Context: an optimization exercise on an open-source flow, tuned for small area and a short achievable clock period. The choices shown serve that exercise and are no tape-out recipe. In this exercise RTL edits were held to simulation tests only and were not proved equivalent to the original.

## flow/design.v

```verilog
module mm_fa (input a, input b, input c, output s, output co);
assign s  = a ^ b ^ c;
assign co = (a & b) | (c & (a ^ b));
endmodule
module mm_ha (input a, input b, output s, output co);
assign s  = a ^ b;
assign co = a & b;
endmodule
module montgomery_multiply (
    input           clk,
    input   [11:0]  a0,
    input   [11:0]  b0,
    output  [11:0]  r
);
reg [9:0] plo1;
reg [0:0] cy1;
reg [12:0] px1;
reg [12:0] py1;
reg [23:0] p2r;
reg [12:0] qhn3;
reg [12:0] pl3;
reg [12:0] r4;
wire w1;
wire w2;
wire w3;
wire w4;
wire w5;
wire w6;
wire w7;
wire w8;
wire w9;
wire w10;
wire w11;
wire w12;
wire w13;
wire w14;
wire w15;
wire w16;
wire w17;
wire w18;
wire w19;
wire w20;
wire w21;
wire w22;
wire w23;
wire w24;
wire w25;
wire w26;
wire w27;
wire w28;
wire w29;
wire w30;
wire w31;
wire w32;
wire w33;
wire w34;
wire w35;
wire w36;
wire w37;
wire w38;
wire w39;
wire w40;
wire w41;
wire w42;
wire w43;
wire w44;
wire w45;
wire w46;
wire w47;
wire w48;
wire w49;
wire w50;
wire w51;
wire w52;
wire w53;
wire w54;
wire w55;
wire w56;
wire w57;
wire w58;
wire w59;
wire w60;
wire w61;
wire w62;
wire w63;
wire w64;
wire w65;
wire w66;
wire w67;
wire w68;
wire w69;
wire w70;
wire w71;
wire w72;
wire w73;
wire w74;
wire w75;
wire w76;
wire w77;
wire w78;
wire w79;
wire w80;
wire w81;
wire w82;
wire w83;
wire w84;
wire w85;
wire w86;
wire w87;
wire w88;
wire w89;
wire w90;
wire w91;
wire w92;
wire w93;
wire w94;
wire w95;
wire w96;
wire w97;
wire w98;
wire w99;
wire w100;
wire w101;
wire w102;
wire w103;
wire w104;
wire w105;
wire w106;
wire w107;
wire w108;
wire w109;
wire w110;
wire w111;
wire w112;
wire w113;
wire w114;
wire w115;
wire w116;
wire w117;
wire w118;
wire w119;
wire w120;
wire w121;
wire w122;
wire w123;
wire w124;
wire w125;
wire w126;
wire w127;
wire w128;
wire w129;
wire w130;
wire w131;
wire w132;
wire w133;
wire w134;
wire w135;
wire w136;
wire w137;
wire w138;
wire w139;
wire w140;
wire w141;
wire w142;
wire w143;
wire w144;
wire w145;
wire w146;
wire w147;
wire w148;
wire w149;
wire w150;
wire w151;
wire w152;
wire w153;
wire w154;
wire w155;
wire w156;
wire w157;
wire w158;
wire w159;
wire w160;
wire w161;
wire w162;
wire w163;
wire w164;
wire w165;
wire w166;
wire w167;
wire w168;
wire w169;
wire w170;
wire w171;
wire w172;
wire w173;
wire w174;
wire w175;
wire w176;
wire w177;
wire w178;
wire w179;
wire w180;
wire w181;
wire w182;
wire w183;
wire w184;
wire w185;
wire w186;
wire w187;
wire w188;
wire w189;
wire w190;
wire w191;
wire w192;
wire w193;
wire w194;
wire w195;
wire w196;
wire w197;
wire w198;
wire w199;
wire w200;
wire w201;
wire w202;
wire w203;
wire w204;
wire w205;
wire w206;
wire w207;
wire w208;
wire w209;
wire w210;
wire w211;
wire w212;
wire w213;
wire w214;
wire w215;
wire w216;
wire w217;
wire w218;
wire w219;
wire w220;
wire w221;
wire w222;
wire w223;
wire w224;
wire w225;
wire w226;
wire w227;
wire w228;
wire w229;
wire w230;
wire w231;
wire w232;
wire w233;
wire w234;
wire w235;
wire w236;
wire w237;
wire w238;
wire w239;
wire w240;
wire w241;
wire w242;
wire w243;
wire w244;
wire w245;
wire w246;
wire w247;
wire w248;
wire w249;
wire w250;
wire w251;
wire w252;
wire w253;
wire w254;
wire w255;
wire w256;
wire w257;
wire w258;
wire w259;
wire w260;
wire w261;
wire w262;
wire w263;
wire w264;
wire w265;
wire w266;
wire w267;
wire w268;
wire w269;
wire w270;
wire w271;
wire w272;
wire w273;
wire w274;
wire w275;
wire w276;
wire w277;
wire w278;
wire w279;
wire w280;
wire w281;
wire w282;
wire w283;
wire w284;
wire w285;
wire w286;
wire w287;
wire w288;
wire w289;
wire w290;
wire w291;
wire w292;
wire w293;
wire w294;
wire w295;
wire w296;
wire w297;
wire w298;
wire w299;
wire w300;
wire w301;
wire w302;
wire w303;
wire w304;
wire w305;
wire w306;
wire w307;
wire w308;
wire w309;
wire w310;
wire w311;
wire w312;
wire w313;
wire w314;
wire w315;
wire w316;
wire w317;
wire w318;
wire w319;
wire w320;
wire w321;
wire w322;
wire w323;
wire w324;
wire w325;
wire w326;
wire w327;
wire w328;
wire w329;
wire w330;
wire w331;
wire w332;
wire w333;
wire w334;
wire w335;
wire w336;
wire w337;
wire w338;
wire w339;
wire w340;
wire w341;
wire w342;
wire w343;
wire w344;
wire w345;
wire w346;
wire w347;
wire w348;
wire w349;
wire w350;
wire w351;
wire w352;
wire w353;
wire w354;
wire w355;
wire w356;
wire w357;
wire w358;
wire w359;
wire w360;
wire w361;
wire w362;
wire w363;
wire w364;
wire w365;
wire w366;
wire w367;
wire w368;
wire w369;
wire w370;
wire w371;
wire w372;
wire w373;
wire w374;
wire w375;
wire w376;
wire w377;
wire w378;
wire w379;
wire w380;
wire w381;
wire w382;
wire w383;
wire w384;
wire w385;
wire w386;
wire w387;
wire w388;
wire w389;
wire w390;
wire w391;
wire w392;
wire w393;
wire w394;
wire w395;
wire w396;
wire w397;
wire w398;
wire w399;
wire w400;
wire w401;
wire w402;
wire w403;
wire w404;
wire w405;
wire w406;
wire w407;
wire w408;
wire w409;
wire w410;
wire w411;
wire w412;
wire w413;
wire w414;
wire w415;
wire w416;
wire w417;
wire w418;
wire w419;
wire w420;
wire w421;
wire w422;
wire w423;
wire w424;
wire w425;
wire w426;
wire w427;
wire w428;
wire w429;
wire w430;
wire w431;
wire w432;
wire w433;
wire w434;
wire w435;
wire w436;
wire w437;
wire w438;
wire w439;
wire w440;
wire w441;
wire w442;
wire w443;
wire w444;
wire w445;
wire w446;
wire w447;
wire w448;
wire w449;
wire w450;
wire w451;
wire w452;
wire w453;
wire w454;
wire w455;
wire w456;
wire w457;
wire w458;
wire w459;
wire w460;
wire w461;
wire w462;
wire w463;
wire w464;
wire w465;
wire w466;
wire w467;
wire w468;
wire w469;
wire w470;
wire w471;
wire w472;
wire w473;
wire w474;
wire w475;
wire w476;
wire w477;
wire w478;
wire w479;
wire w480;
wire w481;
wire w482;
wire w483;
wire w484;
wire w485;
wire w486;
wire w487;
wire w488;
wire w489;
wire w490;
wire w491;
wire w492;
wire w493;
wire w494;
wire w495;
wire w496;
wire w497;
wire w498;
wire w499;
wire w500;
wire w501;
wire w502;
wire w503;
wire w504;
wire w505;
wire w506;
wire w507;
wire w508;
wire w509;
wire w510;
wire w511;
wire w512;
wire w513;
wire w514;
wire w515;
wire w516;
wire w517;
wire w518;
wire w519;
wire w520;
wire w521;
wire w522;
wire w523;
wire w524;
wire w525;
wire w526;
wire w527;
wire w528;
wire w529;
wire w530;
wire w531;
wire w532;
wire w533;
wire w534;
wire w535;
wire w536;
wire w537;
wire w538;
wire w539;
wire w540;
wire w541;
wire w542;
wire w543;
wire w544;
wire w545;
wire w546;
wire w547;
wire w548;
wire w549;
wire w550;
wire w551;
wire w552;
wire w553;
wire w554;
wire w555;
wire w556;
wire w557;
wire w558;
wire w559;
wire w560;
wire w561;
wire w562;
wire w563;
wire w564;
wire w565;
wire w566;
wire w567;
wire w568;
wire w569;
wire w570;
wire w571;
wire w572;
wire w573;
wire w574;
wire w575;
wire w576;
wire w577;
wire w578;
wire w579;
wire w580;
wire w581;
wire w582;
wire w583;
wire w584;
wire w585;
wire w586;
wire w587;
wire w588;
wire w589;
wire w590;
wire w591;
wire w592;
wire w593;
wire w594;
wire w595;
wire w596;
wire w597;
wire w598;
wire w599;
wire w600;
wire w601;
wire w602;
wire w603;
wire w604;
wire w605;
wire w606;
wire w607;
wire w608;
wire w609;
wire w610;
wire w611;
wire w612;
wire w613;
wire w614;
wire w615;
wire w616;
wire w617;
wire w618;
wire w619;
wire w620;
wire w621;
wire w622;
wire w623;
wire w624;
wire w625;
wire w626;
wire w627;
wire w628;
wire w629;
wire w630;
wire w631;
wire w632;
wire w633;
wire w634;
wire w635;
wire w636;
wire w637;
wire w638;
wire w639;
wire w640;
wire w641;
wire w642;
wire w643;
wire w644;
wire w645;
wire w646;
wire w647;
wire w648;
wire w649;
wire w650;
wire w651;
wire w652;
wire w653;
wire w654;
wire w655;
wire w656;
wire w657;
wire w658;
wire w659;
wire w660;
wire w661;
wire w662;
wire w663;
wire w664;
wire w665;
wire w666;
wire w667;
wire w668;
wire w669;
wire w670;
wire w671;
wire w672;
wire w673;
wire w674;
wire w675;
wire w676;
wire w677;
wire w678;
wire w679;
wire w680;
wire w681;
wire w682;
wire w683;
wire w684;
wire w685;
wire w686;
wire w687;
wire w688;
wire w689;
wire w690;
wire w691;
wire w692;
wire w693;
wire w694;
wire w695;
wire w696;
wire w697;
wire w698;
wire w699;
wire w700;
wire w701;
wire w702;
wire w703;
wire w704;
wire w705;
wire w706;
wire w707;
wire w708;
wire w709;
wire w710;
wire w711;
wire w712;
wire w713;
wire w714;
wire w715;
wire w716;
wire w717;
wire w718;
wire w719;
wire w720;
wire w721;
wire w722;
wire w723;
wire w724;
wire w725;
wire w726;
wire w727;
wire w728;
wire w729;
wire w730;
wire w731;
wire w732;
wire w733;
wire w734;
wire w735;
wire w736;
wire w737;
wire w738;
wire w739;
wire w740;
wire w741;
wire w742;
wire w743;
wire w744;
wire w745;
wire w746;
wire w747;
wire w748;
wire w749;
wire w750;
wire w751;
wire w752;
wire w753;
wire w754;
wire w755;
wire w756;
wire w757;
wire w758;
wire w759;
wire w760;
wire w761;
wire w762;
wire w763;
wire w764;
wire w765;
wire w766;
wire w767;
wire w768;
wire w769;
wire w770;
wire w771;
wire w772;
wire w773;
wire w774;
wire w775;
wire w776;
wire w777;
wire w778;
wire w779;
wire w780;
wire w781;
wire w782;
wire w783;
wire w784;
wire w785;
wire w786;
wire w787;
wire w788;
wire w789;
wire w790;
wire w791;
wire w792;
wire w793;
wire w794;
wire w795;
wire w796;
assign w1 = ~(a0[0] & b0[0]);
assign w2 = ~(a0[0] & b0[1]);
assign w3 = ~(a0[0] & b0[2]);
assign w4 = ~(a0[0] & b0[3]);
assign w5 = ~(a0[0] & b0[4]);
assign w6 = ~(a0[0] & b0[5]);
assign w7 = ~(a0[0] & b0[6]);
assign w8 = ~(a0[0] & b0[7]);
assign w9 = ~(a0[0] & b0[8]);
assign w10 = ~(a0[0] & b0[9]);
assign w11 = ~(a0[0] & b0[10]);
assign w12 = ~(a0[0] & b0[11]);
assign w13 = ~(a0[1] & b0[0]);
assign w14 = ~(a0[1] & b0[1]);
assign w15 = ~(a0[1] & b0[2]);
assign w16 = ~(a0[1] & b0[3]);
assign w17 = ~(a0[1] & b0[4]);
assign w18 = ~(a0[1] & b0[5]);
assign w19 = ~(a0[1] & b0[6]);
assign w20 = ~(a0[1] & b0[7]);
assign w21 = ~(a0[1] & b0[8]);
assign w22 = ~(a0[1] & b0[9]);
assign w23 = ~(a0[1] & b0[10]);
assign w24 = ~(a0[1] & b0[11]);
assign w25 = ~(a0[2] & b0[0]);
assign w26 = ~(a0[2] & b0[1]);
assign w27 = ~(a0[2] & b0[2]);
assign w28 = ~(a0[2] & b0[3]);
assign w29 = ~(a0[2] & b0[4]);
assign w30 = ~(a0[2] & b0[5]);
assign w31 = ~(a0[2] & b0[6]);
assign w32 = ~(a0[2] & b0[7]);
assign w33 = ~(a0[2] & b0[8]);
assign w34 = ~(a0[2] & b0[9]);
assign w35 = ~(a0[2] & b0[10]);
assign w36 = ~(a0[2] & b0[11]);
assign w37 = ~(a0[3] & b0[0]);
assign w38 = ~(a0[3] & b0[1]);
assign w39 = ~(a0[3] & b0[2]);
assign w40 = ~(a0[3] & b0[3]);
assign w41 = ~(a0[3] & b0[4]);
assign w42 = ~(a0[3] & b0[5]);
assign w43 = ~(a0[3] & b0[6]);
assign w44 = ~(a0[3] & b0[7]);
assign w45 = ~(a0[3] & b0[8]);
assign w46 = ~(a0[3] & b0[9]);
assign w47 = ~(a0[3] & b0[10]);
assign w48 = ~(a0[3] & b0[11]);
assign w49 = ~(a0[4] & b0[0]);
assign w50 = ~(a0[4] & b0[1]);
assign w51 = ~(a0[4] & b0[2]);
assign w52 = ~(a0[4] & b0[3]);
assign w53 = ~(a0[4] & b0[4]);
assign w54 = ~(a0[4] & b0[5]);
assign w55 = ~(a0[4] & b0[6]);
assign w56 = ~(a0[4] & b0[7]);
assign w57 = ~(a0[4] & b0[8]);
assign w58 = ~(a0[4] & b0[9]);
assign w59 = ~(a0[4] & b0[10]);
assign w60 = ~(a0[4] & b0[11]);
assign w61 = ~(a0[5] & b0[0]);
assign w62 = ~(a0[5] & b0[1]);
assign w63 = ~(a0[5] & b0[2]);
assign w64 = ~(a0[5] & b0[3]);
assign w65 = ~(a0[5] & b0[4]);
assign w66 = ~(a0[5] & b0[5]);
assign w67 = ~(a0[5] & b0[6]);
assign w68 = ~(a0[5] & b0[7]);
assign w69 = ~(a0[5] & b0[8]);
assign w70 = ~(a0[5] & b0[9]);
assign w71 = ~(a0[5] & b0[10]);
assign w72 = ~(a0[5] & b0[11]);
assign w73 = ~(a0[6] & b0[0]);
assign w74 = ~(a0[6] & b0[1]);
assign w75 = ~(a0[6] & b0[2]);
assign w76 = ~(a0[6] & b0[3]);
assign w77 = ~(a0[6] & b0[4]);
assign w78 = ~(a0[6] & b0[5]);
assign w79 = ~(a0[6] & b0[6]);
assign w80 = ~(a0[6] & b0[7]);
assign w81 = ~(a0[6] & b0[8]);
assign w82 = ~(a0[6] & b0[9]);
assign w83 = ~(a0[6] & b0[10]);
assign w84 = ~(a0[6] & b0[11]);
assign w85 = ~(a0[7] & b0[0]);
assign w86 = ~(a0[7] & b0[1]);
assign w87 = ~(a0[7] & b0[2]);
assign w88 = ~(a0[7] & b0[3]);
assign w89 = ~(a0[7] & b0[4]);
assign w90 = ~(a0[7] & b0[5]);
assign w91 = ~(a0[7] & b0[6]);
assign w92 = ~(a0[7] & b0[7]);
assign w93 = ~(a0[7] & b0[8]);
assign w94 = ~(a0[7] & b0[9]);
assign w95 = ~(a0[7] & b0[10]);
assign w96 = ~(a0[7] & b0[11]);
assign w97 = ~(a0[8] & b0[0]);
assign w98 = ~(a0[8] & b0[1]);
assign w99 = ~(a0[8] & b0[2]);
assign w100 = ~(a0[8] & b0[3]);
assign w101 = ~(a0[8] & b0[4]);
assign w102 = ~(a0[8] & b0[5]);
assign w103 = ~(a0[8] & b0[6]);
assign w104 = ~(a0[8] & b0[7]);
assign w105 = ~(a0[8] & b0[8]);
assign w106 = ~(a0[8] & b0[9]);
assign w107 = ~(a0[8] & b0[10]);
assign w108 = ~(a0[8] & b0[11]);
assign w109 = ~(a0[9] & b0[0]);
assign w110 = ~(a0[9] & b0[1]);
assign w111 = ~(a0[9] & b0[2]);
assign w112 = ~(a0[9] & b0[3]);
assign w113 = ~(a0[9] & b0[4]);
assign w114 = ~(a0[9] & b0[5]);
assign w115 = ~(a0[9] & b0[6]);
assign w116 = ~(a0[9] & b0[7]);
assign w117 = ~(a0[9] & b0[8]);
assign w118 = ~(a0[9] & b0[9]);
assign w119 = ~(a0[9] & b0[10]);
assign w120 = ~(a0[9] & b0[11]);
assign w121 = ~(a0[10] & b0[0]);
assign w122 = ~(a0[10] & b0[1]);
assign w123 = ~(a0[10] & b0[2]);
assign w124 = ~(a0[10] & b0[3]);
assign w125 = ~(a0[10] & b0[4]);
assign w126 = ~(a0[10] & b0[5]);
assign w127 = ~(a0[10] & b0[6]);
assign w128 = ~(a0[10] & b0[7]);
assign w129 = ~(a0[10] & b0[8]);
assign w130 = ~(a0[10] & b0[9]);
assign w131 = ~(a0[10] & b0[10]);
assign w132 = ~(a0[10] & b0[11]);
assign w133 = ~(a0[11] & b0[0]);
assign w134 = ~(a0[11] & b0[1]);
assign w135 = ~(a0[11] & b0[2]);
assign w136 = ~(a0[11] & b0[3]);
assign w137 = ~(a0[11] & b0[4]);
assign w138 = ~(a0[11] & b0[5]);
assign w139 = ~(a0[11] & b0[6]);
assign w140 = ~(a0[11] & b0[7]);
assign w141 = ~(a0[11] & b0[8]);
assign w142 = ~(a0[11] & b0[9]);
assign w143 = ~(a0[11] & b0[10]);
assign w144 = ~(a0[11] & b0[11]);
mm_fa u_w145 (.a(w10), .b(w21), .c(w32), .s(w145), .co(w146));
mm_fa u_w147 (.a(w11), .b(w22), .c(w33), .s(w147), .co(w148));
mm_fa u_w149 (.a(w44), .b(w55), .c(w66), .s(w149), .co(w150));
mm_fa u_w151 (.a(w12), .b(w23), .c(w34), .s(w151), .co(w152));
mm_fa u_w153 (.a(w45), .b(w56), .c(w67), .s(w153), .co(w154));
mm_fa u_w155 (.a(w78), .b(w89), .c(w100), .s(w155), .co(w156));
mm_fa u_w157 (.a(w24), .b(w35), .c(w46), .s(w157), .co(w158));
mm_fa u_w159 (.a(w57), .b(w68), .c(w79), .s(w159), .co(w160));
mm_fa u_w161 (.a(w90), .b(w101), .c(w112), .s(w161), .co(w162));
mm_fa u_w163 (.a(w36), .b(w47), .c(w58), .s(w163), .co(w164));
mm_fa u_w165 (.a(w69), .b(w80), .c(w91), .s(w165), .co(w166));
mm_fa u_w167 (.a(w48), .b(w59), .c(w70), .s(w167), .co(w168));
mm_fa u_w169 (.a(w7), .b(w18), .c(w29), .s(w169), .co(w170));
mm_fa u_w171 (.a(w8), .b(w19), .c(w30), .s(w171), .co(w172));
mm_fa u_w173 (.a(w41), .b(w52), .c(w63), .s(w173), .co(w174));
mm_fa u_w175 (.a(w9), .b(w20), .c(w31), .s(w175), .co(w176));
mm_fa u_w177 (.a(w42), .b(w53), .c(w64), .s(w177), .co(w178));
mm_fa u_w179 (.a(w75), .b(w86), .c(w97), .s(w179), .co(w180));
mm_fa u_w181 (.a(w43), .b(w54), .c(w65), .s(w181), .co(w182));
mm_fa u_w183 (.a(w76), .b(w87), .c(w98), .s(w183), .co(w184));
mm_fa u_w185 (.a(w109), .b(w145), .c(1'b1), .s(w185), .co(w186));
mm_fa u_w187 (.a(w77), .b(w88), .c(w99), .s(w187), .co(w188));
mm_fa u_w189 (.a(w110), .b(w121), .c(w146), .s(w189), .co(w190));
mm_fa u_w191 (.a(w147), .b(w149), .c(1'b1), .s(w191), .co(w192));
mm_fa u_w193 (.a(w111), .b(w122), .c(w133), .s(w193), .co(w194));
mm_fa u_w195 (.a(w148), .b(w150), .c(w151), .s(w195), .co(w196));
mm_fa u_w197 (.a(w153), .b(w155), .c(1'b1), .s(w197), .co(w198));
mm_fa u_w199 (.a(w123), .b(w134), .c(w152), .s(w199), .co(w200));
mm_fa u_w201 (.a(w154), .b(w156), .c(w157), .s(w201), .co(w202));
mm_fa u_w203 (.a(w159), .b(w161), .c(1'b1), .s(w203), .co(w204));
mm_fa u_w205 (.a(w102), .b(w113), .c(w124), .s(w205), .co(w206));
mm_fa u_w207 (.a(w135), .b(w158), .c(w160), .s(w207), .co(w208));
mm_fa u_w209 (.a(w162), .b(w163), .c(w165), .s(w209), .co(w210));
mm_fa u_w211 (.a(w81), .b(w92), .c(w103), .s(w211), .co(w212));
mm_fa u_w213 (.a(w114), .b(w125), .c(w136), .s(w213), .co(w214));
mm_fa u_w215 (.a(w164), .b(w166), .c(w167), .s(w215), .co(w216));
mm_fa u_w217 (.a(w60), .b(w71), .c(w82), .s(w217), .co(w218));
mm_fa u_w219 (.a(w93), .b(w104), .c(w115), .s(w219), .co(w220));
mm_fa u_w221 (.a(w126), .b(w137), .c(w168), .s(w221), .co(w222));
mm_fa u_w223 (.a(w72), .b(w83), .c(w94), .s(w223), .co(w224));
mm_fa u_w225 (.a(w105), .b(w116), .c(w127), .s(w225), .co(w226));
mm_fa u_w227 (.a(w84), .b(w95), .c(w106), .s(w227), .co(w228));
mm_fa u_w229 (.a(w5), .b(w16), .c(w27), .s(w229), .co(w230));
mm_fa u_w231 (.a(w6), .b(w17), .c(w28), .s(w231), .co(w232));
mm_fa u_w233 (.a(w39), .b(w50), .c(w61), .s(w233), .co(w234));
mm_fa u_w235 (.a(w40), .b(w51), .c(w62), .s(w235), .co(w236));
mm_fa u_w237 (.a(w73), .b(w169), .c(1'b1), .s(w237), .co(w238));
mm_fa u_w239 (.a(w74), .b(w85), .c(w170), .s(w239), .co(w240));
mm_fa u_w241 (.a(w171), .b(w173), .c(1'b1), .s(w241), .co(w242));
mm_fa u_w243 (.a(w172), .b(w174), .c(w175), .s(w243), .co(w244));
mm_fa u_w245 (.a(w177), .b(w179), .c(1'b1), .s(w245), .co(w246));
mm_fa u_w247 (.a(w176), .b(w178), .c(w180), .s(w247), .co(w248));
mm_fa u_w249 (.a(w181), .b(w183), .c(w185), .s(w249), .co(w250));
mm_fa u_w251 (.a(w182), .b(w184), .c(w186), .s(w251), .co(w252));
mm_fa u_w253 (.a(w187), .b(w189), .c(w191), .s(w253), .co(w254));
mm_fa u_w255 (.a(w188), .b(w190), .c(w192), .s(w255), .co(w256));
mm_fa u_w257 (.a(w193), .b(w195), .c(w197), .s(w257), .co(w258));
mm_fa u_w259 (.a(w194), .b(w196), .c(w198), .s(w259), .co(w260));
mm_fa u_w261 (.a(w199), .b(w201), .c(w203), .s(w261), .co(w262));
mm_fa u_w263 (.a(w200), .b(w202), .c(w204), .s(w263), .co(w264));
mm_fa u_w265 (.a(w205), .b(w207), .c(w209), .s(w265), .co(w266));
mm_fa u_w267 (.a(w206), .b(w208), .c(w210), .s(w267), .co(w268));
mm_fa u_w269 (.a(w211), .b(w213), .c(w215), .s(w269), .co(w270));
mm_fa u_w271 (.a(w212), .b(w214), .c(w216), .s(w271), .co(w272));
mm_fa u_w273 (.a(w217), .b(w219), .c(w221), .s(w273), .co(w274));
mm_fa u_w275 (.a(w138), .b(w218), .c(w220), .s(w275), .co(w276));
mm_fa u_w277 (.a(w222), .b(w223), .c(w225), .s(w277), .co(w278));
mm_fa u_w279 (.a(w117), .b(w128), .c(w139), .s(w279), .co(w280));
mm_fa u_w281 (.a(w224), .b(w226), .c(w227), .s(w281), .co(w282));
mm_fa u_w283 (.a(w96), .b(w107), .c(w118), .s(w283), .co(w284));
mm_fa u_w285 (.a(w129), .b(w140), .c(w228), .s(w285), .co(w286));
mm_fa u_w287 (.a(w108), .b(w119), .c(w130), .s(w287), .co(w288));
mm_fa u_w289 (.a(w4), .b(w15), .c(w26), .s(w289), .co(w290));
mm_fa u_w291 (.a(w38), .b(w49), .c(w229), .s(w291), .co(w292));
mm_fa u_w293 (.a(w230), .b(w231), .c(w233), .s(w293), .co(w294));
mm_fa u_w295 (.a(w232), .b(w234), .c(w235), .s(w295), .co(w296));
mm_fa u_w297 (.a(w236), .b(w238), .c(w239), .s(w297), .co(w298));
mm_fa u_w299 (.a(w240), .b(w242), .c(w243), .s(w299), .co(w300));
mm_fa u_w301 (.a(w244), .b(w246), .c(w247), .s(w301), .co(w302));
mm_fa u_w303 (.a(w248), .b(w250), .c(w251), .s(w303), .co(w304));
mm_fa u_w305 (.a(w252), .b(w254), .c(w255), .s(w305), .co(w306));
mm_fa u_w307 (.a(w256), .b(w258), .c(w259), .s(w307), .co(w308));
mm_fa u_w309 (.a(w260), .b(w262), .c(w263), .s(w309), .co(w310));
mm_fa u_w311 (.a(w264), .b(w266), .c(w267), .s(w311), .co(w312));
mm_fa u_w313 (.a(w268), .b(w270), .c(w271), .s(w313), .co(w314));
mm_fa u_w315 (.a(w272), .b(w274), .c(w275), .s(w315), .co(w316));
mm_fa u_w317 (.a(w276), .b(w278), .c(w279), .s(w317), .co(w318));
mm_fa u_w319 (.a(w280), .b(w282), .c(w283), .s(w319), .co(w320));
mm_fa u_w321 (.a(w141), .b(w284), .c(w286), .s(w321), .co(w322));
mm_fa u_w323 (.a(w120), .b(w131), .c(w142), .s(w323), .co(w324));
mm_fa u_w325 (.a(w3), .b(w14), .c(w25), .s(w325), .co(w326));
mm_fa u_w327 (.a(w37), .b(w289), .c(1'b1), .s(w327), .co(w328));
mm_fa u_w329 (.a(w290), .b(w291), .c(1'b1), .s(w329), .co(w330));
mm_fa u_w331 (.a(w292), .b(w293), .c(1'b1), .s(w331), .co(w332));
mm_fa u_w333 (.a(w237), .b(w294), .c(w295), .s(w333), .co(w334));
mm_fa u_w335 (.a(w241), .b(w296), .c(w297), .s(w335), .co(w336));
mm_fa u_w337 (.a(w245), .b(w298), .c(w299), .s(w337), .co(w338));
mm_fa u_w339 (.a(w249), .b(w300), .c(w301), .s(w339), .co(w340));
mm_fa u_w341 (.a(w253), .b(w302), .c(w303), .s(w341), .co(w342));
mm_fa u_w343 (.a(w257), .b(w304), .c(w305), .s(w343), .co(w344));
mm_fa u_w345 (.a(w261), .b(w306), .c(w307), .s(w345), .co(w346));
mm_fa u_w347 (.a(w265), .b(w308), .c(w309), .s(w347), .co(w348));
mm_fa u_w349 (.a(w269), .b(w310), .c(w311), .s(w349), .co(w350));
mm_fa u_w351 (.a(w273), .b(w312), .c(w313), .s(w351), .co(w352));
mm_fa u_w353 (.a(w277), .b(w314), .c(w315), .s(w353), .co(w354));
mm_fa u_w355 (.a(w281), .b(w316), .c(w317), .s(w355), .co(w356));
mm_fa u_w357 (.a(w285), .b(w318), .c(w319), .s(w357), .co(w358));
mm_fa u_w359 (.a(w287), .b(w320), .c(w321), .s(w359), .co(w360));
mm_fa u_w361 (.a(w288), .b(w322), .c(w323), .s(w361), .co(w362));
mm_fa u_w363 (.a(w132), .b(w143), .c(w324), .s(w363), .co(w364));
assign w365 = w1 & 1'b1;
assign w366 = w1 ^ 1'b1;
assign w367 = w2 & w13;
assign w368 = w2 ^ w13;
assign w369 = w325 & 1'b1;
assign w370 = w325 ^ 1'b1;
assign w371 = w326 & w327;
assign w372 = w326 ^ w327;
assign w373 = w328 & w329;
assign w374 = w328 ^ w329;
assign w375 = w330 & w331;
assign w376 = w330 ^ w331;
assign w377 = w332 & w333;
assign w378 = w332 ^ w333;
assign w379 = w334 & w335;
assign w380 = w334 ^ w335;
assign w381 = w336 & w337;
assign w382 = w336 ^ w337;
assign w383 = w338 & w339;
assign w384 = w338 ^ w339;
assign w385 = w365 | (w366 & 1'b1);
assign w386 = w367 | (w368 & w385);
assign w387 = w368 & w366;
assign w388 = w371 | (w372 & w369);
assign w389 = w372 & w370;
assign w390 = w375 | (w376 & w373);
assign w391 = w376 & w374;
assign w392 = w379 | (w380 & w377);
assign w393 = w380 & w378;
assign w394 = w383 | (w384 & w381);
assign w395 = w384 & w382;
assign w396 = w369 | (w370 & w386);
assign w397 = w370 & w387;
assign w398 = w388 | (w389 & w386);
assign w399 = w389 & w387;
assign w400 = w377 | (w378 & w390);
assign w401 = w378 & w391;
assign w402 = w392 | (w393 & w390);
assign w403 = w393 & w391;
assign w404 = 1'b0 & w395;
assign w405 = w373 | (w374 & w398);
assign w406 = w374 & w399;
assign w407 = w390 | (w391 & w398);
assign w408 = w391 & w399;
assign w409 = w400 | (w401 & w398);
assign w410 = w401 & w399;
assign w411 = w402 | (w403 & w398);
assign w412 = w403 & w399;
assign w413 = w381 | (w382 & w411);
assign w414 = w382 & w412;
assign w415 = w394 | (w395 & w411);
assign w416 = w395 & w412;
assign w417 = w404 & w411;
assign w418 = w404 & w412;
assign w419 = w366 ^ 1'b1;
assign w420 = w368 ^ w385;
assign w421 = w370 ^ w386;
assign w422 = w372 ^ w396;
assign w423 = w374 ^ w398;
assign w424 = w376 ^ w405;
assign w425 = w378 ^ w407;
assign w426 = w380 ^ w409;
assign w427 = w382 ^ w411;
assign w428 = w384 ^ w413;
assign w429 = 1'b0 ^ w415;
assign w430 = px1[0] & py1[0];
assign w431 = px1[0] ^ py1[0];
assign w432 = px1[1] & py1[1];
assign w433 = px1[1] ^ py1[1];
assign w434 = px1[2] & py1[2];
assign w435 = px1[2] ^ py1[2];
assign w436 = px1[3] & py1[3];
assign w437 = px1[3] ^ py1[3];
assign w438 = px1[4] & py1[4];
assign w439 = px1[4] ^ py1[4];
assign w440 = w430 | (w431 & cy1[0]);
assign w441 = w432 | (w433 & w440);
assign w442 = w433 & w431;
assign w443 = w434 | (w435 & w441);
assign w444 = w435 & w442;
assign w445 = w436 | (w437 & w443);
assign w446 = w437 & w444;
assign w447 = w438 | (w439 & w445);
assign w448 = w439 & w446;
assign w449 = 1'b0 & w448;
assign w450 = w431 ^ cy1[0];
assign w451 = w433 ^ w440;
assign w452 = w435 ^ w441;
assign w453 = w437 ^ w443;
assign w454 = w439 ^ w445;
assign w455 = 1'b0 ^ w447;
assign w456 = px1[5] & py1[5];
assign w457 = px1[5] ^ py1[5];
assign w458 = px1[6] & py1[6];
assign w459 = px1[6] ^ py1[6];
assign w460 = px1[7] & py1[7];
assign w461 = px1[7] ^ py1[7];
assign w462 = px1[8] & py1[8];
assign w463 = px1[8] ^ py1[8];
assign w464 = px1[9] & py1[9];
assign w465 = px1[9] ^ py1[9];
assign w466 = px1[10] & py1[10];
assign w467 = px1[10] ^ py1[10];
assign w468 = px1[11] & py1[11];
assign w469 = px1[11] ^ py1[11];
assign w470 = px1[12] & py1[12];
assign w471 = px1[12] ^ py1[12];
assign w472 = 1'b1 & 1'b1;
assign w473 = 1'b1 ^ 1'b1;
assign w474 = w456 | (w457 & w455);
assign w475 = w458 | (w459 & w474);
assign w476 = w459 & w457;
assign w477 = w462 | (w463 & w460);
assign w478 = w463 & w461;
assign w479 = w466 | (w467 & w464);
assign w480 = w467 & w465;
assign w481 = w470 | (w471 & w468);
assign w482 = w471 & w469;
assign w483 = w460 | (w461 & w475);
assign w484 = w461 & w476;
assign w485 = w477 | (w478 & w475);
assign w486 = w478 & w476;
assign w487 = w468 | (w469 & w479);
assign w488 = w469 & w480;
assign w489 = w481 | (w482 & w479);
assign w490 = w482 & w480;
assign w491 = w464 | (w465 & w485);
assign w492 = w465 & w486;
assign w493 = w479 | (w480 & w485);
assign w494 = w480 & w486;
assign w495 = w487 | (w488 & w485);
assign w496 = w488 & w486;
assign w497 = w489 | (w490 & w485);
assign w498 = w490 & w486;
assign w499 = w472 | (w473 & w497);
assign w500 = w473 & w498;
assign w501 = w457 ^ w455;
assign w502 = w459 ^ w474;
assign w503 = w461 ^ w475;
assign w504 = w463 ^ w483;
assign w505 = w465 ^ w485;
assign w506 = w467 ^ w491;
assign w507 = w469 ^ w493;
assign w508 = w471 ^ w495;
assign w509 = w473 ^ w497;
mm_ha u_w510 (.a(p2r[12]), .b(p2r[14]), .s(w510), .co(w511));
mm_ha u_w512 (.a(p2r[13]), .b(p2r[15]), .s(w512), .co(w513));
mm_ha u_w514 (.a(p2r[14]), .b(p2r[16]), .s(w514), .co(w515));
mm_ha u_w516 (.a(p2r[15]), .b(p2r[17]), .s(w516), .co(w517));
mm_ha u_w518 (.a(p2r[10]), .b(p2r[12]), .s(w518), .co(w519));
mm_fa u_w520 (.a(p2r[13]), .b(~p2r[17]), .c(~p2r[19]), .s(w520), .co(w521));
mm_fa u_w522 (.a(~p2r[18]), .b(~p2r[20]), .c(p2r[11]), .s(w522), .co(w523));
mm_fa u_w524 (.a(~p2r[19]), .b(~p2r[21]), .c(w511), .s(w524), .co(w525));
mm_fa u_w526 (.a(~p2r[20]), .b(~p2r[22]), .c(w513), .s(w526), .co(w527));
mm_fa u_w528 (.a(~p2r[21]), .b(~p2r[23]), .c(w515), .s(w528), .co(w529));
mm_fa u_w530 (.a(p2r[18]), .b(~p2r[22]), .c(~p2r[16]), .s(w530), .co(w531));
mm_fa u_w532 (.a(p2r[19]), .b(~p2r[23]), .c(p2r[16]), .s(w532), .co(w533));
mm_ha u_w534 (.a(p2r[18]), .b(p2r[20]), .s(w534), .co(w535));
mm_ha u_w536 (.a(p2r[11]), .b(~p2r[15]), .s(w536), .co(w537));
mm_fa u_w538 (.a(~p2r[16]), .b(~p2r[18]), .c(w518), .s(w538), .co(w539));
mm_fa u_w540 (.a(~p2r[11]), .b(w519), .c(w520), .s(w540), .co(w541));
mm_fa u_w542 (.a(w510), .b(w521), .c(w522), .s(w542), .co(w543));
mm_fa u_w544 (.a(w512), .b(w523), .c(w524), .s(w544), .co(w545));
mm_fa u_w546 (.a(w514), .b(w525), .c(w526), .s(w546), .co(w547));
mm_fa u_w548 (.a(w516), .b(w527), .c(w528), .s(w548), .co(w549));
mm_fa u_w550 (.a(w517), .b(w529), .c(w530), .s(w550), .co(w551));
mm_fa u_w552 (.a(~p2r[17]), .b(w531), .c(w532), .s(w552), .co(w553));
mm_fa u_w554 (.a(p2r[17]), .b(w533), .c(w534), .s(w554), .co(w555));
mm_fa u_w556 (.a(p2r[21]), .b(~p2r[19]), .c(w535), .s(w556), .co(w557));
mm_fa u_w558 (.a(p2r[22]), .b(p2r[19]), .c(~p2r[20]), .s(w558), .co(w559));
mm_fa u_w560 (.a(p2r[23]), .b(p2r[20]), .c(~p2r[21]), .s(w560), .co(w561));
mm_ha u_w562 (.a(p2r[21]), .b(~p2r[22]), .s(w562), .co(w563));
mm_ha u_w564 (.a(p2r[22]), .b(~p2r[23]), .s(w564), .co(w565));
assign w566 = ~p2r[17] & w536;
assign w567 = ~p2r[17] ^ w536;
assign w568 = w537 & w538;
assign w569 = w537 ^ w538;
assign w570 = w539 & w540;
assign w571 = w539 ^ w540;
assign w572 = w541 & w542;
assign w573 = w541 ^ w542;
assign w574 = w543 & w544;
assign w575 = w543 ^ w544;
assign w576 = w545 & w546;
assign w577 = w545 ^ w546;
assign w578 = w547 & w548;
assign w579 = w547 ^ w548;
assign w580 = w549 & w550;
assign w581 = w549 ^ w550;
assign w582 = w551 & w552;
assign w583 = w551 ^ w552;
assign w584 = w553 & w554;
assign w585 = w553 ^ w554;
assign w586 = w555 & w556;
assign w587 = w555 ^ w556;
assign w588 = w557 & w558;
assign w589 = w557 ^ w558;
assign w590 = w559 & w560;
assign w591 = w559 ^ w560;
assign w592 = w561 & w562;
assign w593 = w561 ^ w562;
assign w594 = w563 & w564;
assign w595 = w563 ^ w564;
assign w596 = ~p2r[23] & w565;
assign w597 = ~p2r[23] ^ w565;
assign w598 = w568 | (w569 & w566);
assign w599 = w569 & w567;
assign w600 = w572 | (w573 & w570);
assign w601 = w573 & w571;
assign w602 = w576 | (w577 & w574);
assign w603 = w577 & w575;
assign w604 = w580 | (w581 & w578);
assign w605 = w581 & w579;
assign w606 = w584 | (w585 & w582);
assign w607 = w585 & w583;
assign w608 = w588 | (w589 & w586);
assign w609 = w589 & w587;
assign w610 = w592 | (w593 & w590);
assign w611 = w593 & w591;
assign w612 = w596 | (w597 & w594);
assign w613 = w597 & w595;
assign w614 = w570 | (w571 & w598);
assign w615 = w571 & w599;
assign w616 = w600 | (w601 & w598);
assign w617 = w601 & w599;
assign w618 = w578 | (w579 & w602);
assign w619 = w579 & w603;
assign w620 = w604 | (w605 & w602);
assign w621 = w605 & w603;
assign w622 = w586 | (w587 & w606);
assign w623 = w587 & w607;
assign w624 = w608 | (w609 & w606);
assign w625 = w609 & w607;
assign w626 = w594 | (w595 & w610);
assign w627 = w595 & w611;
assign w628 = w612 | (w613 & w610);
assign w629 = w613 & w611;
assign w630 = w574 | (w575 & w616);
assign w631 = w575 & w617;
assign w632 = w602 | (w603 & w616);
assign w633 = w603 & w617;
assign w634 = w618 | (w619 & w616);
assign w635 = w619 & w617;
assign w636 = w620 | (w621 & w616);
assign w637 = w621 & w617;
assign w638 = w590 | (w591 & w624);
assign w639 = w591 & w625;
assign w640 = w610 | (w611 & w624);
assign w641 = w611 & w625;
assign w642 = w626 | (w627 & w624);
assign w643 = w627 & w625;
assign w644 = w628 | (w629 & w624);
assign w645 = w629 & w625;
assign w646 = w582 | (w583 & w636);
assign w647 = w583 & w637;
assign w648 = w606 | (w607 & w636);
assign w649 = w607 & w637;
assign w650 = w622 | (w623 & w636);
assign w651 = w623 & w637;
assign w652 = w624 | (w625 & w636);
assign w653 = w625 & w637;
assign w654 = w638 | (w639 & w636);
assign w655 = w639 & w637;
assign w656 = w640 | (w641 & w636);
assign w657 = w641 & w637;
assign w658 = w642 | (w643 & w636);
assign w659 = w643 & w637;
assign w660 = w644 | (w645 & w636);
assign w661 = w645 & w637;
assign w662 = w569 ^ w566;
assign w663 = w571 ^ w598;
assign w664 = w573 ^ w614;
assign w665 = w575 ^ w616;
assign w666 = w577 ^ w630;
assign w667 = w579 ^ w632;
assign w668 = w581 ^ w634;
assign w669 = w583 ^ w636;
assign w670 = w585 ^ w646;
assign w671 = w587 ^ w648;
assign w672 = w589 ^ w650;
assign w673 = w591 ^ w652;
assign w674 = w593 ^ w654;
assign w675 = w595 ^ w656;
assign w676 = w597 ^ w658;
mm_fa u_w677 (.a(qhn3[11]), .b(qhn3[3]), .c(qhn3[1]), .s(w677), .co(w678));
mm_fa u_w679 (.a(pl3[12]), .b(qhn3[12]), .c(qhn3[4]), .s(w679), .co(w680));
mm_ha u_w681 (.a(qhn3[2]), .b(qhn3[1]), .s(w681), .co(w682));
mm_ha u_w683 (.a(pl3[9]), .b(qhn3[9]), .s(w683), .co(w684));
mm_fa u_w685 (.a(qhn3[10]), .b(qhn3[2]), .c(qhn3[0]), .s(w685), .co(w686));
mm_fa u_w687 (.a(qhn3[0]), .b(pl3[10]), .c(~pl3[11]), .s(w687), .co(w688));
mm_fa u_w689 (.a(pl3[11]), .b(w678), .c(w679), .s(w689), .co(w690));
mm_ha u_w691 (.a(pl3[1]), .b(qhn3[1]), .s(w691), .co(w692));
mm_ha u_w693 (.a(pl3[2]), .b(qhn3[2]), .s(w693), .co(w694));
mm_ha u_w695 (.a(pl3[3]), .b(qhn3[3]), .s(w695), .co(w696));
mm_ha u_w697 (.a(pl3[4]), .b(qhn3[4]), .s(w697), .co(w698));
mm_ha u_w699 (.a(pl3[5]), .b(qhn3[5]), .s(w699), .co(w700));
mm_ha u_w701 (.a(pl3[6]), .b(qhn3[6]), .s(w701), .co(w702));
mm_ha u_w703 (.a(pl3[7]), .b(qhn3[7]), .s(w703), .co(w704));
mm_fa u_w705 (.a(qhn3[8]), .b(qhn3[0]), .c(~pl3[8]), .s(w705), .co(w706));
mm_fa u_w707 (.a(qhn3[1]), .b(pl3[8]), .c(w683), .s(w707), .co(w708));
mm_fa u_w709 (.a(~pl3[10]), .b(w684), .c(w685), .s(w709), .co(w710));
mm_fa u_w711 (.a(w677), .b(w686), .c(w687), .s(w711), .co(w712));
mm_fa u_w713 (.a(w681), .b(w688), .c(w689), .s(w713), .co(w714));
assign w715 = qhn3[0] & ~pl3[0];
assign w716 = qhn3[0] ^ ~pl3[0];
assign w717 = pl3[0] & w691;
assign w718 = pl3[0] ^ w691;
assign w719 = w692 & w693;
assign w720 = w692 ^ w693;
assign w721 = w694 & w695;
assign w722 = w694 ^ w695;
assign w723 = w696 & w697;
assign w724 = w696 ^ w697;
assign w725 = w698 & w699;
assign w726 = w698 ^ w699;
assign w727 = w700 & w701;
assign w728 = w700 ^ w701;
assign w729 = w702 & w703;
assign w730 = w702 ^ w703;
assign w731 = w704 & w705;
assign w732 = w704 ^ w705;
assign w733 = w706 & w707;
assign w734 = w706 ^ w707;
assign w735 = w708 & w709;
assign w736 = w708 ^ w709;
assign w737 = w710 & w711;
assign w738 = w710 ^ w711;
assign w739 = w712 & w713;
assign w740 = w712 ^ w713;
assign w741 = w717 | (w718 & w715);
assign w742 = w718 & w716;
assign w743 = w721 | (w722 & w719);
assign w744 = w722 & w720;
assign w745 = w725 | (w726 & w723);
assign w746 = w726 & w724;
assign w747 = w729 | (w730 & w727);
assign w748 = w730 & w728;
assign w749 = w733 | (w734 & w731);
assign w750 = w734 & w732;
assign w751 = w737 | (w738 & w735);
assign w752 = w738 & w736;
assign w753 = w719 | (w720 & w741);
assign w754 = w720 & w742;
assign w755 = w743 | (w744 & w741);
assign w756 = w744 & w742;
assign w757 = w727 | (w728 & w745);
assign w758 = w728 & w746;
assign w759 = w747 | (w748 & w745);
assign w760 = w748 & w746;
assign w761 = w735 | (w736 & w749);
assign w762 = w736 & w750;
assign w763 = w751 | (w752 & w749);
assign w764 = w752 & w750;
assign w765 = w723 | (w724 & w755);
assign w766 = w724 & w756;
assign w767 = w745 | (w746 & w755);
assign w768 = w746 & w756;
assign w769 = w757 | (w758 & w755);
assign w770 = w758 & w756;
assign w771 = w759 | (w760 & w755);
assign w772 = w760 & w756;
assign w773 = w739 | (w740 & w763);
assign w774 = w740 & w764;
assign w775 = w731 | (w732 & w771);
assign w776 = w732 & w772;
assign w777 = w749 | (w750 & w771);
assign w778 = w750 & w772;
assign w779 = w761 | (w762 & w771);
assign w780 = w762 & w772;
assign w781 = w763 | (w764 & w771);
assign w782 = w764 & w772;
assign w783 = w773 | (w774 & w771);
assign w784 = w774 & w772;
assign w785 = w718 ^ w715;
assign w786 = w720 ^ w741;
assign w787 = w722 ^ w753;
assign w788 = w724 ^ w755;
assign w789 = w726 ^ w765;
assign w790 = w728 ^ w767;
assign w791 = w730 ^ w769;
assign w792 = w732 ^ w771;
assign w793 = w734 ^ w775;
assign w794 = w736 ^ w777;
assign w795 = w738 ^ w779;
assign w796 = w740 ^ w781;
always @(posedge clk) begin
    plo1[0] <= ~w419;
    plo1[1] <= ~w420;
    plo1[2] <= ~w421;
    plo1[3] <= ~w422;
    plo1[4] <= ~w423;
    plo1[5] <= ~w424;
    plo1[6] <= ~w425;
    plo1[7] <= ~w426;
    plo1[8] <= ~w427;
    plo1[9] <= ~w428;
    cy1[0] <= w429;
    px1[0] <= w340;
    px1[1] <= w342;
    px1[2] <= w344;
    px1[3] <= w346;
    px1[4] <= w348;
    px1[5] <= w350;
    px1[6] <= w352;
    px1[7] <= w354;
    px1[8] <= w356;
    px1[9] <= w358;
    px1[10] <= w360;
    px1[11] <= w362;
    px1[12] <= w144;
    py1[0] <= w341;
    py1[1] <= w343;
    py1[2] <= w345;
    py1[3] <= w347;
    py1[4] <= w349;
    py1[5] <= w351;
    py1[6] <= w353;
    py1[7] <= w355;
    py1[8] <= w357;
    py1[9] <= w359;
    py1[10] <= w361;
    py1[11] <= w363;
    py1[12] <= w364;
    p2r[0] <= plo1[0];
    p2r[1] <= plo1[1];
    p2r[2] <= plo1[2];
    p2r[3] <= plo1[3];
    p2r[4] <= plo1[4];
    p2r[5] <= plo1[5];
    p2r[6] <= plo1[6];
    p2r[7] <= plo1[7];
    p2r[8] <= plo1[8];
    p2r[9] <= plo1[9];
    p2r[10] <= ~w450;
    p2r[11] <= ~w451;
    p2r[12] <= ~w452;
    p2r[13] <= ~w453;
    p2r[14] <= ~w454;
    p2r[15] <= ~w501;
    p2r[16] <= ~w502;
    p2r[17] <= ~w503;
    p2r[18] <= ~w504;
    p2r[19] <= ~w505;
    p2r[20] <= ~w506;
    p2r[21] <= ~w507;
    p2r[22] <= ~w508;
    p2r[23] <= ~w509;
    qhn3[0] <= ~w664;
    qhn3[1] <= ~w665;
    qhn3[2] <= ~w666;
    qhn3[3] <= ~w667;
    qhn3[4] <= ~w668;
    qhn3[5] <= ~w669;
    qhn3[6] <= ~w670;
    qhn3[7] <= ~w671;
    qhn3[8] <= ~w672;
    qhn3[9] <= ~w673;
    qhn3[10] <= ~w674;
    qhn3[11] <= ~w675;
    qhn3[12] <= ~w676;
    pl3[0] <= p2r[0];
    pl3[1] <= p2r[1];
    pl3[2] <= p2r[2];
    pl3[3] <= p2r[3];
    pl3[4] <= p2r[4];
    pl3[5] <= p2r[5];
    pl3[6] <= p2r[6];
    pl3[7] <= p2r[7];
    pl3[8] <= p2r[8];
    pl3[9] <= p2r[9];
    pl3[10] <= p2r[10];
    pl3[11] <= p2r[11];
    pl3[12] <= p2r[12];
    r4[0] <= w716;
    r4[1] <= w785;
    r4[2] <= w786;
    r4[3] <= w787;
    r4[4] <= w788;
    r4[5] <= w789;
    r4[6] <= w790;
    r4[7] <= w791;
    r4[8] <= w792;
    r4[9] <= w793;
    r4[10] <= w794;
    r4[11] <= w795;
    r4[12] <= w796;
end
assign r = r4[11:0] + ({12{r4[12]}} & 12'd3329);
endmodule
module montgomery_top (
    input           clk     ,
    input           rst_n   ,
    input           en      ,
    input   [11:0]  a       ,
    input   [11:0]  b       ,
    output          busy    ,
    output          done    ,
    output  [11:0]  r
);
reg [4:0] vld;
always @(posedge clk) begin
    if (!rst_n) vld <= 5'd0;
    else        vld <= {vld[3:0], en};
end
assign done = vld[4];
assign busy = en | done;
reg [11:0] a0, b0;
always @(posedge clk) begin
    a0 <= a;
    b0 <= b;
end
montgomery_multiply u_mm (.clk(clk), .a0(a0), .b0(b0), .r(r));
endmodule
```

## flow/flow/busy.tcl

```tcl
# Before global placement: rebuild busy = en | done as nor2 + inv, which is
# faster than an or2 on the input-to-output path. Same function.
set drv ""
foreach pin [get_pins -of_objects [get_nets busy]] {
  if {[get_property $pin direction] == "output"} { set drv $pin }
}
if {$drv != ""} {
  set inst [get_cells -of_objects $drv]
  set cell [get_property $inst ref_name]
  if {[string match "sky130_fd_sc_hd__or2_*" $cell]} {
    set name [get_property $inst name]
    set na [get_nets -of_objects [get_pins $name/A]]
    set nb [get_nets -of_objects [get_pins $name/B]]
    set ny [get_nets -of_objects [get_pins $name/X]]
    delete_instance $name
    set mid [make_net busy_nor_n]
    make_instance busy_nor sky130_fd_sc_hd__nor2_2
    make_instance busy_inv sky130_fd_sc_hd__inv_2
    connect_pin $na busy_nor/A
    connect_pin $nb busy_nor/B
    connect_pin $mid busy_nor/Y
    connect_pin $mid busy_inv/A
    connect_pin $ny busy_inv/Y
    foreach p {busy_nor/A busy_nor/B busy_nor/Y busy_inv/A busy_inv/Y} {
      if {[get_nets -quiet -of_objects [get_pins $p]] == ""} { error "busy.tcl: $p not connected" }
    }
    puts "busy.tcl: replaced $name ($cell) by nor2 + inv"
  }
}
```

## flow/config.mk

```make
export PLATFORM = sky130hd
export DESIGN_NAME = montgomery_top
export DESIGN_NICKNAME = montgomery_top
export VERILOG_FILES = /design/flow/design.v
export SDC_FILE = /design/flow/constraint.sdc
export NUM_CORES = 4
export LEC_CHECK = 0
export ABC_CLOCK_PERIOD_IN_PS = 3500
export CAP_MARGIN = 20
export CORE_MARGIN = 2
export CORE_UTILIZATION = 65
export CTS_BUF_LIST = sky130_fd_sc_hd__clkbuf_8
export CTS_CLUSTER_SIZE = 40
export PLACE_DENSITY = 0.75
export SETUP_SLACK_MARGIN = 4.6
export SLEW_MARGIN = 20
export SYNTH_HIERARCHICAL = 1
```

## flow/constraint.sdc

```tcl
create_clock -name core_clock -period 8.0 [get_ports {clk}]
set_input_delay 1.6000 -clock core_clock [delete_from_list [all_inputs] [get_ports {clk}]]
set_output_delay 1.6000 -clock core_clock [all_outputs]
set_load 0.01 [all_outputs]
```

## flow/flow/run.sh

```bash
#!/bin/bash
# Standard layout, with the port buffers made from the smallest plain buffer, no
# dummy loads in the clock tree, and busy's OR rebuilt as nor2 + inv (busy.tcl).
set -euo pipefail
here=$(pwd)
bash standard.sh "BUFFER_PORTS_ARGS=-buffer_cell sky130_fd_sc_hd__buf_1" \
  "CTS_ARGS=-sink_clustering_enable -repair_clock_nets -dont_use_dummy_load -sink_clustering_size 40 -buf_list sky130_fd_sc_hd__clkbuf_8" \
  "PRE_GLOBAL_PLACE_TCL=$here/flow/busy.tcl" \
  finish > standard_flow.log 2>&1
```

## flow/standard.sh

```bash
#!/bin/bash
# synth_recipe.tcl (not shown) runs the flow's synth.tcl, then flattens the netlist and writes it again
# the make line also repeats each setting of config.mk as NAME=value (left out here)
make -C /OpenROAD-flow-scripts/flow DESIGN_CONFIG=/design/flow/config.mk WORK_HOME=/design/flow/orfs CLKGATE_MAP_FILE= SYNTH_SCRIPT=/design/flow/synth_recipe.tcl "${@:-finish}"
```

==> impl_metrics.json, run 1 <==
{
  "status": "no timing/DRC/antenna violations",
  "yosys_most_used_dff": "dfxtp_1",
  "synth_area_leader_cell": "fa_1",
  "vias": 5017,
  "synth-edff-count": 0,
  "rrSetupSlack_ps": 4460,
  "gp_congestion": 0.858,
  "period_needed_ps": 3540,
  "finalHoldViolCount": 0,
  "grt_util_all_layers": 0.258,
  "crit_arrival_ps": 1940,
  "min_from": "u_mm.plo1[7]",
  "clk_path_buf_depth": 2,
  "worstPathRequired_ps": 6400,
  "worstSetupEndpointType": "output port",
  "post-dp-hpwl_um": 12200,
  "synth_cells": 697,
  "avgSynthCellArea_um2": 11.8,
  "critical_path_class": "in2out",
  "multi_input_area_um2": 5580,
  "wirelength_um": 15800,
  "drt-initial-drc-count": 235,
  "grt_pass1_wl_um": 25700,
  "finalCritPeriodShare": 0.443,
  "synth_area_leaders": "fa_1, dfxtp_1, ha_1",
  "insertion_delay_ps": 450,
  "start_util": 0.659,
  "rows": 41,
  "final_layout_size_suffix_gt1_frac": 0.168,
  "hp-class": "reg2reg",
  "r2r-end": "u_mm.plo1[8]",
  "seq_area_um2": 2650,
  "cts_buffers": 17,
  "synth_top_area_frac": 0.380,
  "nets": 1014,
  "min_to": "u_mm.p2r[7]",
  "final.fill_count": 880,
  "slew_headroom": 0.654,
  "clk_pin_slew_ps": 80,
  "antenna_cells": 0,
  "tightest_slew_ps": 518,
  "drv_slew": 0,
  "root_buffer": "clkbuf_8",
  "ys_seq_elements": 129,
  "die-height_um": 116,
  "drc_errors": 0,
  "syn-cell-area_um2": 8210,
  "crit_fanout": 2,
  "area_delta_synth_final_pct": 12.5,
  "grt_setup_unrepaired": "true",
  "grt_pass1_vias": 5499,
  "seq_area_frac_synth": 0.314,
  "hold_depth": 0,
  "r2r.worst_path.cells": 10,
  "routedWlPerCell_um": 16.8,
  "antenna_found_initial": 0,
  "r2r_start": "a0[0]",
  "first_pass_iters": 6,
  "startpoint_type": "input port",
  "core-area_um2": 12500,
  "holdWs_ps": 298,
  "finClkSkew_ps": 29.8,
  "cts_hold_buffers": 0,
  "ys_types": 38,
  "htree_levels": 4,
  "ant_nets": 0,
  "setup_viol": 0,
  "port_buffers": 40,
  "grt_start_max_net_pins": 17,
  "clock-sinks": 129,
  "async_reset_ff_frac": 0,
  "drv_cap": 0,
  "cts_tree": "built",
  "die-area_um2": 13600,
  "avgViaCountPerCell": 5.34,
  "yosys_warnings": 8,
  "setup-tns-final_ps": 0,
  "fmax_mhz": 282,
  "synth.most_common_cell": "fa_1",
  "die_x_um": 116,
  "io_pins": 41,
  "synthTopCellsByCount": "fa_1, nand2_1, dfxtp_1",
  "overflow": 0
}
## layout by cell type (no fill, tap or decap), types with 16 or more instances in the layout
master and n:
buf_4 26, xnor2_1 23, ha_1 56, nand2_1 145
fa_1 142, buf_1 33, clkbuf_8 17, dfxtp_2 16
inv_1 45, dfxtp_1 101
## worst max-delay path by stage
stage              endpoint  cells after the start  startpoint  slack, ps
2_1_floorplan  u_mm.plo1[8]                     11       b0[4]       4490
5_1_grt        u_mm.p2r[23]                     15    u_mm.cy1       4340
6_report               busy                      4          en       4460
4_1_cts        u_mm.p2r[23]                     15    u_mm.cy1       4440
3_5_place_dp   u_mm.plo1[8]                     10       a0[0]       4170
3_3_place_gp   u_mm.plo1[8]                     10       b0[5]       4260
## cells by family after synthesis
logic type	count (synthesis)	synth area share
AO/OA/AOI/OAI	42	0.0381
XOR/XNOR	38	0.0405
adder cells (fa/ha/maj)	218	0.475
buffers and inverters	73	0.0334
flip-flops	129	0.314
other	1	0.000457
AND/OR/NAND/NOR	196	0.0984
## modules after synthesis, one instance, submodules excluded
module               cells  copies in the design  flops+latches  area, um2
mm_fa                    1                   139              0       20.0
montgomery_top          35                     1             29        618
mm_ha                    1                    18              0       12.5
montgomery_multiply    505                     1            100       4590
## layer usage
layer | wire (um) | part of all wire | track usage
met1 | 6480 | 0.41 | 0.317
met2 | 8230 | 0.52 | 0.451
met3 | 760 | 0.048 | 0.0576
met4 | 288 | 0.018 | 0.0905
met5 | 0 | 0 | 0
## per-stage QoR
step	setup slack (ps)	cell area [um2]	instances	utilization
after floorplan	4490	8340	706	-
after global placement	4260	8580	895	0.688
after detailed placement	4170	8580	895	0.688
after CTS	4440	9130	936	0.732
after global routing	4340	9240	939	0.741
final	4460	9240	939	0.741
## critical path: stages
cell and delay (ps):
buf_6 100, nor2_4 100, inv_2 40, buf_6 110
## area by class of cell
cell class | instances | share of cell area
multi-input cells | 504 | 0.604
clock buffers | 17 | 0.0253
well taps | 172 | 0.0233
flip-flops and latches | 129 | 0.286
repair buffers | 67 | 0.0409
inverters | 50 | 0.0203
## flip-flops by register name, indices dropped and copies added (netlist names)
signal     flops
u_mm.px1      13
u_mm.r4       13
vld            5
u_mm.pl3      13
u_mm.p2r      24
b0            12
u_mm.py1      13
a0            12
u_mm.qhn3     13
u_mm.cy1       1
u_mm.plo1     10
## repair_timing
item / 4_1_cts / 5_1_grt
setup endpoints to repair: 18 / 24
pin swaps: 22 / 16
buffers inserted: 24 / 3
resized for setup: 46 / 33
==> run 2, diff against run 1 <==
--- a/flow/config.mk
+++ b/flow/config.mk
@@ -13,3 +13,2 @@
 export CTS_CLUSTER_SIZE = 40
-export PLACE_DENSITY = 0.75
 export SETUP_SLACK_MARGIN = 4.6
==> run 2 against run 1 <==
Net effect:
- first-iteration DRC count shrank 18%
- cell area shrank 1.2%
- critical endpoint unchanged
- largest cell class unchanged
==> impl_metrics.json, run 2 <==
{
  "status": "no timing/DRC/antenna violations",
  "drt-initial-drc-count": 193,
  "clk_pin_slew_ps": 60,
  "antenna_found_initial": 0,
  "finalCritPeriodShare": 0.439,
  "synth.most_common_cell": "fa_1",
  "rows": 41,
  "slew_headroom": 0.640,
  "worstSetupEndpointType": "output port",
  "synth_area_leader_cell": "fa_1",
  "insertion_delay_ps": 440,
  "seq_area_um2": 2640,
  "htree_levels": 4,
  "drc_errors": 0,
  "hp-class": "reg2reg",
  "period_needed_ps": 3520,
  "cp_slowest_cell": "buf_6",
  "largest_register": "u_mm.p2r",
  "synth_cells": 697,
  "nets": 1005,
  "yosys_warnings": 8,
  "ys_types": 38,
  "root_buffer": "clkbuf_8",
  "min_from": "u_mm.p2r[5]",
  "die_x_um": 116,
  "crit_family": "buffers and inverters",
  "grt_util_all_layers": 0.252,
  "avgSynthCellArea_um2": 11.8,
  "synth_area_leaders": "fa_1, dfxtp_1, ha_1",
  "finalWorstSetupSlack_ps": 4480,
  "hold_depth": 0,
  "async_reset_ff_frac": 0,
  "tightest_slew_ps": 539,
  "antenna_cells": 0,
  "wirelength_um": 15200,
  "rrSetupSlack_ps": 4490,
  "avgViaCountPerCell": 5.35,
  "largest_reg_flops": 24,
  "seq_area_frac_synth": 0.314,
  "first_pass_iters": 4,
  "grt_pass1_vias": 5462,
  "synth_top_area_frac": 0.380,
  "cts_buffers": 17,
  "grt_setup_unrepaired": "true",
  "max_stage_delay_ps": 110,
  "clk_path_buf_depth": 2,
  "overflow": 0,
  "fmax_mhz": 284,
  "finClkSkew_ps": 30.4,
  "grt_start_max_net_pins": 17,
  "grt_pass1_wl_um": 25200,
  "ys_seq_elements": 129,
  "die-area_um2": 13600,
  "setup_viol": 0,
  "cp.buffers_inverters": 3,
  "routedWlPerCell_um": 16.4,
  "critical_path_class": "in2out",
  "startpoint_type": "input port",
  "clock-sinks": 129,
  "r2r.worst_path.cells": 10,
  "dpl_worst_slack_ps": 4160,
  "cts_tree": "built",
  "post-dp-hpwl_um": 12000,
  "io_pins": 41,
  "syn-cell-area_um2": 8210,
  "drv_slew": 0,
  "drv_cap": 0,
  "core-area_um2": 12500,
  "final.fill_count": 871,
  "r2r_start": "b0[4]",
  "vias": 4977,
  "crit_arrival_ps": 1920,
  "die-height_um": 116,
  "gp_congestion": 0.862,
  "r2r-end": "u_mm.plo1[8]",
  "min_to": "u_mm.pl3[5]",
  "worstPathCellList": "buf_8 -> nor2_4 -> inv_2 -> buf_6",
  "ant_nets": 0,
  "setup-tns-final_ps": 0,
  "start_util": 0.659,
  "finalHoldViolCount": 0,
  "yosys_most_used_dff": "dfxtp_1",
  "worstPathRequired_ps": 6400,
  "area_delta_synth_final_pct": 11.2,
  "synthTopCellsByCount": "fa_1, nand2_1, dfxtp_1",
  "final_layout_size_suffix_gt1_frac": 0.149,
  "synth-edff-count": 0,
  "port_buffers": 40,
  "crit_fanout": 2,
  "cts_hold_buffers": 0,
  "layout_common_cells": "nand2_1, fa_1, dfxtp_1",
  "multi_input_area_um2": 5550
}
run 2: cell counts after synthesis:
Identical to the previous run, type by type.
run 2: logic make-up after synthesis:
logic type,share of synthesized area
XOR/XNOR,0.0405
flip-flops,0.314
AO/OA/AOI/OAI,0.0381
AND/OR/NAND/NOR,0.0984
buffers and inverters,0.0334
other,0.000457
adder cells (fa/ha/maj),0.475
run 2: how the worst max path moves through the flow:
stage                     depth (start not counted)            to  startpoint
final                                             4          busy          en
after global routing                             10  u_mm.plo1[8]       b0[4]
after detailed placement                         10  u_mm.plo1[8]       b0[5]
after floorplan                                  11  u_mm.plo1[8]       b0[4]
after global placement                           10  u_mm.plo1[8]       b0[5]
after CTS                                         4          busy          en
run 2: what timing repair did:
action,CTS,global route
resized for setup,47,21
pin swaps,18,7
setup endpoints to repair,16,27
hold endpoints to repair,0,0
buffers inserted,18,0
run 2: metal layers:
metal	wire, um	GRT usage	share of wire
met5	0	0	0
met4	351	0.0952	0.023
met1	6180	0.303	0.41
met3	753	0.0581	0.049
met2	7950	0.445	0.52
run 2: cell type report:
type | count | share of cell area
multi-input combinational | 504 | 0.607
tap | 172 | 0.0236
clock buffer | 17 | 0.0256
sequential | 129 | 0.289
timing repair buffer | 58 | 0.0340
inverter | 50 | 0.0205
run 2: stage by stage:
| step | cell area, um2 | utilization | std cells | hold WS, ps |
|---|---|---|---|---|
| 2_1_floorplan | 8340 | - | 706 | 310 |
| 6_report | 9140 | 0.733 | 930 | 326 |
| 3_3_place_gp | 8580 | 0.688 | 895 | 312 |
| 3_5_place_dp | 8580 | 0.688 | 895 | 312 |
| 5_1_grt | 9140 | 0.733 | 930 | 336 |
| 4_1_cts | 9070 | 0.728 | 930 | 327 |
run 2: Yosys stat by module, one instance, submodules excluded:
module,cells,copies in the design,flip-flops and latches,cell area (um2)
mm_fa,1,139,0,20.0
mm_ha,1,18,0,12.5
montgomery_multiply,505,1,100,4590
montgomery_top,35,1,29,618

separate check: timing with driven ports:
Ports are ideal in the flow. The routed layouts listed here were re-timed in OpenROAD.
Step 1 (the two cells are an assumption about what drives the block):
set clk [get_ports {clk}]
set_driving_cell -lib_cell sky130_fd_sc_hd__clkbuf_16 $clk
set_driving_cell -lib_cell sky130_fd_sc_hd__buf_2 [delete_from_list [all_inputs] $clk]
Step 2 times the ports against the registers' clock, not the clock port: input delays grow and output delays shrink by t, the midpoint of the rising clock arrivals with the driver on.
a / b / c = ideal ports / drivers / drivers and shift; a / b = the first two.
run	t, ns	slack for setup (ns)	worst setup path after step 2	clock arrival spread, ns	pins driven straight from the clock port
run 1	0.475	4.458 / 4.422 / 4.422	input to output	0.032 / 0.033	1
run 2	0.463	4.485 / 4.440 / 4.440	input to output	0.031 / 0.030	1
After both steps every run listed still meets setup and hold. For run 2, which loses most, drivers alone change the setup slack by -0.045 ns; drivers and shift together by -0.045 ns.
